Source: an optimization exercise on an open RTL-to-GDS flow (aim: small area and a short achievable clock period). Production flows keep margins and buffers that such runs may drop.
RTL that was checked went through simulation tests only; none was proved equivalent to the original.
No functional check of the RTL was part of run 2.

==> flow/design.v (outline; a module is shown in full before it is edited, if it fits) <==
// module mac_unit: 1930 lines
// module mac_hi2: 17 lines
// module mac_muxi: 3 lines
// module mac_fa: 5 lines
// module mac_hai: 4 lines
// module mac_xnor: 3 lines
// module mac_or: 3 lines
// module mac_aoi21: 3 lines
// module mac_nand2: 3 lines
// module mac_nor2: 3 lines
// module mac_oai21: 3 lines
// module mac_xor: 3 lines
module mac_unit #(
    parameter AW = 16,
    parameter BW = 16,
    parameter ACCW = 40,
    parameter SIGNED = 0
)(
    input  wire clk,
    input  wire rst_n,
    input  wire en,
    input  wire valid_in,
    input  wire [AW-1:0] a,
    input  wire [BW-1:0] b,
    output reg  valid_out,
    output reg  [ACCW-1:0] acc_out
);
  // ...
==> flow/run.sh <==
#!/bin/bash
# synth_recipe.tcl (not shown) runs the flow's synth.tcl, then flattens the netlist and writes it again
# the make line also repeats each setting of config.mk as NAME=value (left out here)
make -C /OpenROAD-flow-scripts/flow DESIGN_CONFIG=/design/flow/config.mk WORK_HOME=/design/flow/orfs CLKGATE_MAP_FILE= SYNTH_SCRIPT=/design/flow/synth_recipe.tcl finish
==> flow/config.mk <==
export PLATFORM = sky130hd
export DESIGN_NAME = mac_unit
export DESIGN_NICKNAME = mac_unit
export VERILOG_FILES = /design/flow/design.v
export SDC_FILE = /design/flow/constraint.sdc
export NUM_CORES = 4
export LEC_CHECK = 0
export CAP_MARGIN = 20
export CORE_MARGIN = 2
export CORE_UTILIZATION = 65
export CTS_BUF_LIST = sky130_fd_sc_hd__clkbuf_4 sky130_fd_sc_hd__clkbuf_8
export SETUP_SLACK_MARGIN = 3.6
export SLEW_MARGIN = 20
export SYNTH_HIERARCHICAL = 1
export SYNTH_MINIMUM_KEEP_SIZE = 0
==> flow/constraint.sdc <==
create_clock -name core_clock -period 7.0 [get_ports {clk}]
set_input_delay 1.4000 -clock core_clock [delete_from_list [all_inputs] [get_ports {clk}]]
set_output_delay 1.4000 -clock core_clock [all_outputs]
set_load 0.01 [all_outputs]
==> metrics.cfg, run 1 <==
[status]
status=complete, no violations

[final_layout]
final_common_cell=nand2_1
multiInputGateArea_um2=8660
top_regs=pr (79), acc_out (40)
largest_class=multi-input combinational cells
syn_to_final_growth_pct=12.4
num-clock-buffers=21
nonClkBufAreaFrac_pct=6.21
stdcell_count=1460
fin_util_pct=74.3
drive_gt1_share_pct=18.4

[sta]
rsz0062_at_grt=false
setup_violations=0
finClkSkew_ns=0.0136
hold_viol=0

[min_path]
hold_path_end=acc_out[31]

[floorplanning]
die-area_um2=18600

[yosys]
synth_common_cells=349 x nand2_1, 224 x fa_1, 121 x dfxtp_1, 79 x nor2_1, 78 x a21oi_2
synth_top_family_by_area=adder cells
synth-xor-area-share_pct=6.55
synth_compound_area_share_pct=11.6

[critical_path]
regToRegSetupSlack_ns=3.73

[cts]
ctsResizeCount=196

[run]
maxCapViolations=0

==> inputs of run 2 (changes only) <==
--- a/flow/design.v
+++ b/flow/design.v
@@ -1870,69 +1870,205 @@
   wire ks_y309;
   mac_aoi21 uks_y309 (.a1(ks_y287), .a2(ks_y255), .b1(ks_y286), .y(ks_y309));
   wire ks_y310;
   mac_aoi21 uks_y310 (.a1(ks_y289), .a2(ks_y256), .b1(ks_y288), .y(ks_y310));
   wire ks_y311;
   mac_nand2 uks_y311 (.a(ks_y289), .b(ks_y257), .y(ks_y311));
   wire ks_y312;
   mac_oai21 uks_y312 (.a1(ks_y311), .a2(ks_n130), .b1(ks_y310), .y(ks_y312));
-  assign ks_s[0] = ks_y2;
-  assign ks_s[1] = ks_y4 ^ ks_y1;
-  assign ks_s[2] = ~ks_y6 ^ ks_y67;
-  assign ks_s[3] = ks_y8 ^ ks_y131;
-  assign ks_s[4] = ks_y10 ^ ks_y132;
-  assign ks_s[5] = ~ks_y12 ^ ks_y191;
-  assign ks_s[6] = ~ks_y14 ^ ks_y193;
-  assign ks_s[7] = ~ks_y16 ^ ks_y194;
-  assign ks_s[8] = ~ks_y18 ^ ks_y195;
-  assign ks_s[9] = ks_y20 ^ ks_y246;
-  assign ks_s[10] = ks_y22 ^ ks_y247;
-  assign ks_s[11] = ks_y24 ^ ks_y249;
-  assign ks_s[12] = ks_y26 ^ ks_y251;
-  assign ks_s[13] = ks_y28 ^ ks_y252;
-  assign ks_s[14] = ks_y30 ^ ks_y253;
-  assign ks_s[15] = ks_y32 ^ ks_y254;
-  assign ks_s[16] = ks_y34 ^ ks_y255;
-  assign ks_s[17] = ~ks_y36 ^ ks_y290;
-  assign ks_s[18] = ~ks_y38 ^ ks_y291;
-  assign ks_s[19] = ~ks_y40 ^ ks_y292;
-  assign ks_s[20] = ~ks_y42 ^ ks_y293;
-  assign ks_s[21] = ~ks_y44 ^ ks_y295;
-  assign ks_s[22] = ~ks_y46 ^ ks_y297;
-  assign ks_s[23] = ~ks_y48 ^ ks_y299;
-  assign ks_s[24] = ~ks_y50 ^ ks_y301;
-  assign ks_s[25] = ~ks_y52 ^ ks_y302;
-  assign ks_s[26] = ~ks_y54 ^ ks_y303;
-  assign ks_s[27] = ~ks_y56 ^ ks_y304;
-  assign ks_s[28] = ~ks_y58 ^ ks_y305;
-  assign ks_s[29] = ~ks_y60 ^ ks_y306;
-  assign ks_s[30] = ~ks_y62 ^ ks_y307;
-  assign ks_s[31] = ~ks_y64 ^ ks_y308;
-  assign ks_s[32] = ~ks_y66 ^ ks_y309;
-  wire [33:0] lo = ~{ks_y312, ks_s};
+  wire acc_sel = en & valid_reg;
+  wire [32:0] lo_next;
+  assign lo_next[0] = rst_n & (acc_sel ? ks_y2 : acc_out[0]);
+  wire ks_d0n313;
+  wire ks_d1n314;
+  assign ks_d0n313 = ~(rst_n & (acc_sel ? ks_y4 : acc_out[1]));
+  assign ks_d1n314 = ~(rst_n & (acc_sel ? ~ks_y4 : acc_out[1]));
+  mac_muxi um1 (.s(ks_y1), .d0(ks_d0n313), .d1(ks_d1n314), .y(lo_next[1]));
+  wire ks_d0n315;
+  wire ks_d1n316;
+  assign ks_d0n315 = ~(rst_n & (acc_sel ? ks_y6 : acc_out[2]));
+  assign ks_d1n316 = ~(rst_n & (acc_sel ? ~ks_y6 : acc_out[2]));
+  mac_muxi um2 (.s(ks_y67), .d0(ks_d1n316), .d1(ks_d0n315), .y(lo_next[2]));
+  wire ks_d0n317;
+  wire ks_d1n318;
+  assign ks_d0n317 = ~(rst_n & (acc_sel ? ks_y8 : acc_out[3]));
+  assign ks_d1n318 = ~(rst_n & (acc_sel ? ~ks_y8 : acc_out[3]));
+  mac_muxi um3 (.s(ks_y131), .d0(ks_d0n317), .d1(ks_d1n318), .y(lo_next[3]));
+  wire ks_d0n319;
+  wire ks_d1n320;
+  assign ks_d0n319 = ~(rst_n & (acc_sel ? ks_y10 : acc_out[4]));
+  assign ks_d1n320 = ~(rst_n & (acc_sel ? ~ks_y10 : acc_out[4]));
+  mac_muxi um4 (.s(ks_y132), .d0(ks_d0n319), .d1(ks_d1n320), .y(lo_next[4]));
+  wire ks_d0n321;
+  wire ks_d1n322;
+  assign ks_d0n321 = ~(rst_n & (acc_sel ? ks_y12 : acc_out[5]));
+  assign ks_d1n322 = ~(rst_n & (acc_sel ? ~ks_y12 : acc_out[5]));
+  mac_muxi um5 (.s(ks_y191), .d0(ks_d1n322), .d1(ks_d0n321), .y(lo_next[5]));
+  wire ks_d0n323;
+  wire ks_d1n324;
+  assign ks_d0n323 = ~(rst_n & (acc_sel ? ks_y14 : acc_out[6]));
+  assign ks_d1n324 = ~(rst_n & (acc_sel ? ~ks_y14 : acc_out[6]));
+  mac_muxi um6 (.s(ks_y193), .d0(ks_d1n324), .d1(ks_d0n323), .y(lo_next[6]));
+  wire ks_d0n325;
+  wire ks_d1n326;
+  assign ks_d0n325 = ~(rst_n & (acc_sel ? ks_y16 : acc_out[7]));
+  assign ks_d1n326 = ~(rst_n & (acc_sel ? ~ks_y16 : acc_out[7]));
+  mac_muxi um7 (.s(ks_y194), .d0(ks_d1n326), .d1(ks_d0n325), .y(lo_next[7]));
+  wire ks_d0n327;
+  wire ks_d1n328;
+  assign ks_d0n327 = ~(rst_n & (acc_sel ? ks_y18 : acc_out[8]));
+  assign ks_d1n328 = ~(rst_n & (acc_sel ? ~ks_y18 : acc_out[8]));
+  mac_muxi um8 (.s(ks_y195), .d0(ks_d1n328), .d1(ks_d0n327), .y(lo_next[8]));
+  wire ks_d0n329;
+  wire ks_d1n330;
+  assign ks_d0n329 = ~(rst_n & (acc_sel ? ks_y20 : acc_out[9]));
+  assign ks_d1n330 = ~(rst_n & (acc_sel ? ~ks_y20 : acc_out[9]));
+  mac_muxi um9 (.s(ks_y246), .d0(ks_d0n329), .d1(ks_d1n330), .y(lo_next[9]));
+  wire ks_d0n331;
+  wire ks_d1n332;
+  assign ks_d0n331 = ~(rst_n & (acc_sel ? ks_y22 : acc_out[10]));
+  assign ks_d1n332 = ~(rst_n & (acc_sel ? ~ks_y22 : acc_out[10]));
+  mac_muxi um10 (.s(ks_y247), .d0(ks_d0n331), .d1(ks_d1n332), .y(lo_next[10]));
+  wire ks_d0n333;
+  wire ks_d1n334;
+  assign ks_d0n333 = ~(rst_n & (acc_sel ? ks_y24 : acc_out[11]));
+  assign ks_d1n334 = ~(rst_n & (acc_sel ? ~ks_y24 : acc_out[11]));
+  mac_muxi um11 (.s(ks_y249), .d0(ks_d0n333), .d1(ks_d1n334), .y(lo_next[11]));
+  wire ks_d0n335;
+  wire ks_d1n336;
+  assign ks_d0n335 = ~(rst_n & (acc_sel ? ks_y26 : acc_out[12]));
+  assign ks_d1n336 = ~(rst_n & (acc_sel ? ~ks_y26 : acc_out[12]));
+  mac_muxi um12 (.s(ks_y251), .d0(ks_d0n335), .d1(ks_d1n336), .y(lo_next[12]));
+  wire ks_d0n337;
+  wire ks_d1n338;
+  assign ks_d0n337 = ~(rst_n & (acc_sel ? ks_y28 : acc_out[13]));
+  assign ks_d1n338 = ~(rst_n & (acc_sel ? ~ks_y28 : acc_out[13]));
+  mac_muxi um13 (.s(ks_y252), .d0(ks_d0n337), .d1(ks_d1n338), .y(lo_next[13]));
+  wire ks_d0n339;
+  wire ks_d1n340;
+  assign ks_d0n339 = ~(rst_n & (acc_sel ? ks_y30 : acc_out[14]));
+  assign ks_d1n340 = ~(rst_n & (acc_sel ? ~ks_y30 : acc_out[14]));
+  mac_muxi um14 (.s(ks_y253), .d0(ks_d0n339), .d1(ks_d1n340), .y(lo_next[14]));
+  wire ks_d0n341;
+  wire ks_d1n342;
+  assign ks_d0n341 = ~(rst_n & (acc_sel ? ks_y32 : acc_out[15]));
+  assign ks_d1n342 = ~(rst_n & (acc_sel ? ~ks_y32 : acc_out[15]));
+  mac_muxi um15 (.s(ks_y254), .d0(ks_d0n341), .d1(ks_d1n342), .y(lo_next[15]));
+  wire ks_d0n343;
+  wire ks_d1n344;
+  assign ks_d0n343 = ~(rst_n & (acc_sel ? ks_y34 : acc_out[16]));
+  assign ks_d1n344 = ~(rst_n & (acc_sel ? ~ks_y34 : acc_out[16]));
+  mac_muxi um16 (.s(ks_y255), .d0(ks_d0n343), .d1(ks_d1n344), .y(lo_next[16]));
+  wire ks_d0n345;
+  wire ks_d1n346;
+  assign ks_d0n345 = ~(rst_n & (acc_sel ? ks_y36 : acc_out[17]));
+  assign ks_d1n346 = ~(rst_n & (acc_sel ? ~ks_y36 : acc_out[17]));
+  mac_muxi um17 (.s(ks_y290), .d0(ks_d1n346), .d1(ks_d0n345), .y(lo_next[17]));
+  wire ks_d0n347;
+  wire ks_d1n348;
+  assign ks_d0n347 = ~(rst_n & (acc_sel ? ks_y38 : acc_out[18]));
+  assign ks_d1n348 = ~(rst_n & (acc_sel ? ~ks_y38 : acc_out[18]));
+  mac_muxi um18 (.s(ks_y291), .d0(ks_d1n348), .d1(ks_d0n347), .y(lo_next[18]));
+  wire ks_d0n349;
+  wire ks_d1n350;
+  assign ks_d0n349 = ~(rst_n & (acc_sel ? ks_y40 : acc_out[19]));
+  assign ks_d1n350 = ~(rst_n & (acc_sel ? ~ks_y40 : acc_out[19]));
+  mac_muxi um19 (.s(ks_y292), .d0(ks_d1n350), .d1(ks_d0n349), .y(lo_next[19]));
+  wire ks_d0n351;
+  wire ks_d1n352;
+  assign ks_d0n351 = ~(rst_n & (acc_sel ? ks_y42 : acc_out[20]));
+  assign ks_d1n352 = ~(rst_n & (acc_sel ? ~ks_y42 : acc_out[20]));
+  mac_muxi um20 (.s(ks_y293), .d0(ks_d1n352), .d1(ks_d0n351), .y(lo_next[20]));
+  wire ks_d0n353;
+  wire ks_d1n354;
+  assign ks_d0n353 = ~(rst_n & (acc_sel ? ks_y44 : acc_out[21]));
+  assign ks_d1n354 = ~(rst_n & (acc_sel ? ~ks_y44 : acc_out[21]));
+  mac_muxi um21 (.s(ks_y295), .d0(ks_d1n354), .d1(ks_d0n353), .y(lo_next[21]));
+  wire ks_d0n355;
+  wire ks_d1n356;
+  assign ks_d0n355 = ~(rst_n & (acc_sel ? ks_y46 : acc_out[22]));
+  assign ks_d1n356 = ~(rst_n & (acc_sel ? ~ks_y46 : acc_out[22]));
+  mac_muxi um22 (.s(ks_y297), .d0(ks_d1n356), .d1(ks_d0n355), .y(lo_next[22]));
+  wire ks_d0n357;
+  wire ks_d1n358;
+  assign ks_d0n357 = ~(rst_n & (acc_sel ? ks_y48 : acc_out[23]));
+  assign ks_d1n358 = ~(rst_n & (acc_sel ? ~ks_y48 : acc_out[23]));
+  mac_muxi um23 (.s(ks_y299), .d0(ks_d1n358), .d1(ks_d0n357), .y(lo_next[23]));
+  wire ks_d0n359;
+  wire ks_d1n360;
+  assign ks_d0n359 = ~(rst_n & (acc_sel ? ks_y50 : acc_out[24]));
+  assign ks_d1n360 = ~(rst_n & (acc_sel ? ~ks_y50 : acc_out[24]));
+  mac_muxi um24 (.s(ks_y301), .d0(ks_d1n360), .d1(ks_d0n359), .y(lo_next[24]));
+  wire ks_d0n361;
+  wire ks_d1n362;
+  assign ks_d0n361 = ~(rst_n & (acc_sel ? ks_y52 : acc_out[25]));
+  assign ks_d1n362 = ~(rst_n & (acc_sel ? ~ks_y52 : acc_out[25]));
+  mac_muxi um25 (.s(ks_y302), .d0(ks_d1n362), .d1(ks_d0n361), .y(lo_next[25]));
+  wire ks_d0n363;
+  wire ks_d1n364;
+  assign ks_d0n363 = ~(rst_n & (acc_sel ? ks_y54 : acc_out[26]));
+  assign ks_d1n364 = ~(rst_n & (acc_sel ? ~ks_y54 : acc_out[26]));
+  mac_muxi um26 (.s(ks_y303), .d0(ks_d1n364), .d1(ks_d0n363), .y(lo_next[26]));
+  wire ks_d0n365;
+  wire ks_d1n366;
+  assign ks_d0n365 = ~(rst_n & (acc_sel ? ks_y56 : acc_out[27]));
+  assign ks_d1n366 = ~(rst_n & (acc_sel ? ~ks_y56 : acc_out[27]));
+  mac_muxi um27 (.s(ks_y304), .d0(ks_d1n366), .d1(ks_d0n365), .y(lo_next[27]));
+  wire ks_d0n367;
+  wire ks_d1n368;
+  assign ks_d0n367 = ~(rst_n & (acc_sel ? ks_y58 : acc_out[28]));
+  assign ks_d1n368 = ~(rst_n & (acc_sel ? ~ks_y58 : acc_out[28]));
+  mac_muxi um28 (.s(ks_y305), .d0(ks_d1n368), .d1(ks_d0n367), .y(lo_next[28]));
+  wire ks_d0n369;
+  wire ks_d1n370;
+  assign ks_d0n369 = ~(rst_n & (acc_sel ? ks_y60 : acc_out[29]));
+  assign ks_d1n370 = ~(rst_n & (acc_sel ? ~ks_y60 : acc_out[29]));
+  mac_muxi um29 (.s(ks_y306), .d0(ks_d1n370), .d1(ks_d0n369), .y(lo_next[29]));
+  wire ks_d0n371;
+  wire ks_d1n372;
+  assign ks_d0n371 = ~(rst_n & (acc_sel ? ks_y62 : acc_out[30]));
+  assign ks_d1n372 = ~(rst_n & (acc_sel ? ~ks_y62 : acc_out[30]));
+  mac_muxi um30 (.s(ks_y307), .d0(ks_d1n372), .d1(ks_d0n371), .y(lo_next[30]));
+  wire ks_d0n373;
+  wire ks_d1n374;
+  assign ks_d0n373 = ~(rst_n & (acc_sel ? ks_y64 : acc_out[31]));
+  assign ks_d1n374 = ~(rst_n & (acc_sel ? ~ks_y64 : acc_out[31]));
+  mac_muxi um31 (.s(ks_y308), .d0(ks_d1n374), .d1(ks_d0n373), .y(lo_next[31]));
+  wire ks_d0n375;
+  wire ks_d1n376;
+  assign ks_d0n375 = ~(rst_n & (acc_sel ? ks_y66 : acc_out[32]));
+  assign ks_d1n376 = ~(rst_n & (acc_sel ? ~ks_y66 : acc_out[32]));
+  mac_muxi um32 (.s(ks_y309), .d0(ks_d1n376), .d1(ks_d0n375), .y(lo_next[32]));
+  wire [33:0] lo = {~ks_y312, 33'd0};
   wire [6:0] hi_next;
   mac_hi2 #(.N(7)) hi (.acc(acc_out[39:33]), .cn(lo[33]), .sel(en & valid_reg), .rst_n(rst_n), .d(hi_next));
-  wire [32:0] sum = ~lo[32:0];
   always @(posedge clk) begin
     pr <= {c636, p256, c634, s635, c630, s633, c626, s629, s625, c620, s621, c558, c618, s619, c554, s617, c616, s553, s615, c614, s549, s613, c542, c538, s541, s539, c536, s537, c534, s535, c532, s533, c530, s531, c528, s529, c526, s527, c524, c612, s525, c522, s523, c520, s611, s521, c610, s609, c608, s517, s607, c606, s513, s605, c604, s509, c602, s603, c600, s505, s601, c598, s597, c594, s593, c590, s589, c586, s585, c582, s581, c578, s577, c574, s573, s569, p2, p17, p1};
     valid_reg <= valid_in & rst_n;
   end
   always @(posedge clk) begin
     if (!rst_n) begin
-      acc_out[32:0] <= 33'd0;
       valid_out <= 1'b0;
     end else begin
       valid_out <= valid_reg;
-      if (en && valid_reg)
-        acc_out[32:0] <= sum;
     end
-    acc_out[39:33] <= hi_next;
+    acc_out <= {hi_next, lo_next};
   end
 endmodule
+module mac_hi #(parameter N = 7) (
+    input  wire [N-1:0] acc,
+    input  wire cn,        
+    input  wire sel,       
+    input  wire rst_n,
+    output wire [N-1:0] d
+);
+  wire [N-1:0] inc = acc + 1'b1;
+  assign d = !rst_n ? {N{1'b0}} : (sel & ~cn) ? inc : acc;
+endmodule
 module mac_hi2 #(parameter N = 7) (
     input  wire [N-1:0] acc,
     input  wire cn,        
     input  wire sel,       
     input  wire rst_n,
     output wire [N-1:0] d
 );
   wire [N-1:0] inc = acc + 1'b1;
==> run 2 against run 1 <==
Compared with the run above:
- still clean
- global-route usage rose by 0.15 points
- die area rose by 5.5%
- sequential share of layout area fell by 0.70 points
- synthesized area rose by 5.7%
- cell count rose by 4.7%
- wire length rose by 6.7%
==> metrics.cfg, run 2 <==
[floorplanning]
dieWidth_um=140  ; was 136 um
die-area_um2=19600  ; was 18600 um^2
initial_core_util_pct=66.6  ; was 66.1%
coreArea_um2=18000  ; was 17200 um^2
num_rows=49  ; was 48
die_height_um=140  ; was 136 um
num_io_pins=77  ; unchanged

[run]
maxCapViolations=0  ; unchanged

[critical_path]
critical_path_arrival_ns=3.72  ; was 3.70 ns
critPathTopFamily=adder cells  ; unchanged
crit_path_cell_trace=buf_4 > nand2_4 > fa_1 > fa_2 > fa_2 > fa_2  ; was buf_4 > nand2_1 > xnor2_1 > fa_1 > fa_1 > fa_2 > fa_1
cp_slowest_cell=fa_1  ; unchanged
critPathKind=primary input to flip-flop  ; unchanged
crit_top_cell=fa_2  ; was fa_1
critPathMaxStageDelay_ns=0.58  ; was 0.47 ns
end_kind=flip-flop  ; unchanged
required_ns=7.35  ; was 7.34 ns
path_max_fanout=16  ; unchanged
crit_buf_inv=1  ; unchanged
start_kind=primary input  ; unchanged

[sta]
max_slew.worst_pin.slew_ns=0.966  ; was 0.903 ns
relSlewSlack_pct=35.6  ; was 39.6%
rsz0062_at_grt=true  ; was false
min_period_ns=3.37  ; was 3.36 ns
tns_ns=0  ; unchanged
finClkSkew_ns=0.0133  ; was 0.0136 ns
fmax_mhz=297  ; about the same
worst_slack_ns=3.63  ; was 3.64 ns
hold_viol=0  ; unchanged
drv_slew=0  ; unchanged
period_share_pct=48.2  ; was 48.0%
setup_violations=0  ; unchanged

[cts]
cts_tree=built  ; unchanged
htree_num_levels=4  ; unchanged
clk_latency_ns=0.46  ; about the same
root_buffer=clkbuf_8  ; unchanged
numCtsBuffers=17  ; unchanged
clockBufferDepth=2  ; unchanged
cts_sinks=121  ; unchanged
clkTransAtPathRegs_ns=0.08  ; about the same

[placed_design]
placed_cells=1493  ; was 1425
io_buffers=76  ; unchanged
dp_slack_ns=2.24  ; was 2.26 ns
hpwl_um=24100  ; was 22900 um
routabilityCongestion=0.967  ; was 0.974

[yosys]
synth_area_leader_cell=fa_1  ; unchanged
netlist_area_um2=12000  ; was 11400 um^2
synth_edf_count=0  ; unchanged
ys_types=30  ; was 29
seq_area_frac_synth_pct=20.2  ; was 21.3%
synth.area.top_cells=fa_1 37%, dfxtp_1 20%, nand2_1 10%  ; was fa_1 39%, dfxtp_1 21%, nand2_1 12%
yosysTopAreaCellShare_pct=37.3  ; was 39.5%
async_flop_share_pct=0  ; unchanged
ys_seq_elements=121  ; unchanged
yosys_most_used_dff=dfxtp_1  ; unchanged
avgSynthCellArea_um2=9.38  ; was 9.48 um^2
ys_warn_count=7  ; unchanged
synth_common_cells=329 x nand2_1, 224 x fa_1, 121 x dfxtp_1, 79 x nor2_1, 78 x a21oi_2  ; was 349 x nand2_1, 224 x fa_1, 121 x dfxtp_1, 79 x nor2_1, 78 x a21oi_2
synthesis.instances=1280  ; was 1198
synthMostInstantiatedCell=nand2_1  ; unchanged

[final_layout]
fin_nets=1548  ; was 1483
syn_to_final_growth_pct=10.5  ; was 12.4%
drive_gt1_share_pct=17.2  ; was 18.4%
final_common_cell=nand2_1  ; unchanged
largest_reg_flops=79  ; unchanged
num_antenna_cells=0  ; unchanged
largest_register=pr  ; unchanged
final_cell_mix=314 x nand2_1, 187 x fa_1, 120 x dfxtp_1, 78 x a21oi_2, 75 x nor2_1  ; was 334 x nand2_1, 189 x fa_1, 121 x dfxtp_1, 78 x a21oi_2, 73 x nor2_1
stdcell_count=1529  ; was 1460
top_regs=pr (79), acc_out (40)  ; unchanged

[global_route]
grt_usage_pct=34.7  ; was 34.5%
antenna_found_initial=0  ; was 1
grt_pass1_vias=9917  ; was 8916
grt_max_degree=68  ; was 40
grt_pass1_wl_um=52700  ; was 47100 um
overflow=0  ; unchanged

[route]
dr.pass1.iters=5  ; was 7
num_vias=9480  ; was 8619
vias_per_cell=6.20  ; was 5.90
antenna_left=0  ; unchanged
wire_per_inst_um=21.0  ; was 20.6 um
drcViolationCount=0  ; unchanged
routed_wl_um=32100  ; was 30000 um
drt_iter0_drc=634  ; was 558

[status]
status=complete, no violations  ; unchanged

[min_path]
min-delay-path-class=flip-flop to flip-flop  ; unchanged

[run 2: cells by family after synthesis]
| group | count (synthesis) | share of synthesized area, % |
|---|---|---|
| XOR/XNOR | 53 | 3.87 |
| AO/OA/AOI/OAI | 204 | 12.0 |
| buffers and inverters | 139 | 5.33 |
| flip-flops | 121 | 20.2 |
| multiplexers | 40 | 3.35 |
| adder cells (fa/ha/maj) | 225 | 37.5 |
| AND/OR/NAND/NOR | 497 | 17.8 |
| other | 1 | 0.0312 |
[run 2: metrics by stage]
step                util, %  hold WS (ns)  area, um^2
floorplan                 -         0.485       12700
global placement       70.7         0.453       12700
detailed placement     70.7         0.465       12700
CTS                    72.6         0.476       13100
global route           73.6         0.521       13300
finish                 73.6         0.475       13300
[run 2: per-module statistics from Yosys, one instance, submodules excluded, a selection]
module / cells inside / times used / flip-flops and latches
mac_oai21: 1 / 57 / 0
mac_or: 1 / 16 / 0
mac_muxi: 1 / 39 / 0
mac_aoi21: 1 / 78 / 0
mac_xor: 1 / 33 / 0
mac_xnor: 1 / 16 / 0
mac_fa: 1 / 224 / 0
mac_nor2: 1 / 79 / 0
mac_nand2: 1 / 57 / 0
mac_unit: 650 / 1 / 121
[run 2: cell type report]
| type | count | area, um^2 |
|---|---|---|
| multi-input cells | 1021 | 9220 |
| fillers | 1375 | 4760 |
| flip-flops and latches | 121 | 2420 |
| repair buffers | 83 | 787 |
| well taps | 229 | 287 |
| clock buffers | 17 | 234 |
| inverters | 43 | 164 |
| clock inverters | 15 | 153 |
[run 2: worst reg2reg max path: stages (launching register included)]
cell     delay, ns
dfxtp_1       0.33
fa_1          0.46
fa_1          0.41
fa_1          0.56
xor2_2        0.27
nand2_1       0.19
nor2_4        0.17
nand2_1       0.11
nor2_2        0.15
nand2_1       0.07
o21ai_1       0.15
inv_2         0.13
mux2i_1       0.14
[run 2: final timing paths]
kind / from / endpoint / slack [ns] / cells past startpoint
setup / recovery: b[11] / pr[43] / 3.63 / 6
hold / removal: acc_out[0] / acc_out[0] / 0.48 / 2
setup reg to reg: pr[48] / acc_out[33] / 3.77 / 12
hold reg to reg: acc_out[0] / acc_out[0] / 0.48 / 2
[run 2: timing repair]
action	in CTS	in global routing
endpoints found under the setup margin	73	15
gates cloned	0	0
resized for setup	198	37
pin swaps	1	5
hold buffers	0	0
buffers inserted	0	4
[run 2: routing by layer]
metal,vias up,part of all wire (%),global-route usage [%]
met3,82,11,11.4
met4,0,2.8,12.4
met5,-,0,0
met1,4700,39,45.0
li1,4185,-,-
met2,513,47,55.2

==> re-timing with driven ports <==
The results above use ideal ports. As a check the final layouts listed here were re-extracted and re-timed, cells and wires unchanged. Step 1 sets driving cells, clkbuf_16 on the clock port and buf_2 on the other inputs (assumed; they add their load-dependent delay and slew). Step 2 adds t to the input delays and takes it off the output delays; t is the mean of the earliest and latest rising clock arrival at the registers after step 1. Input paths then give back, and output paths get back, about the clock's delay inside the block. a / b / c = no drivers / after step 1 / after step 2; a / b = the first two.
run	shift t [ns]	setup slack, ns	worst hold slack (ns)	worst setup path at the end	latest minus earliest clock arrival (ns)
run 1	0.487	3.637 / 3.639 / 3.152	0.495 / 0.495 / 0.495	input to register	0.014 / 0.014
run 2	0.495	3.629 / 3.638 / 3.142	0.475 / 0.475 / 0.475	input to register	0.013 / 0.013
After both steps every run listed still meets setup and hold. The setup slack of run 2, which loses most, moves by +0.009 ns with the drivers and by -0.487 ns with both steps.
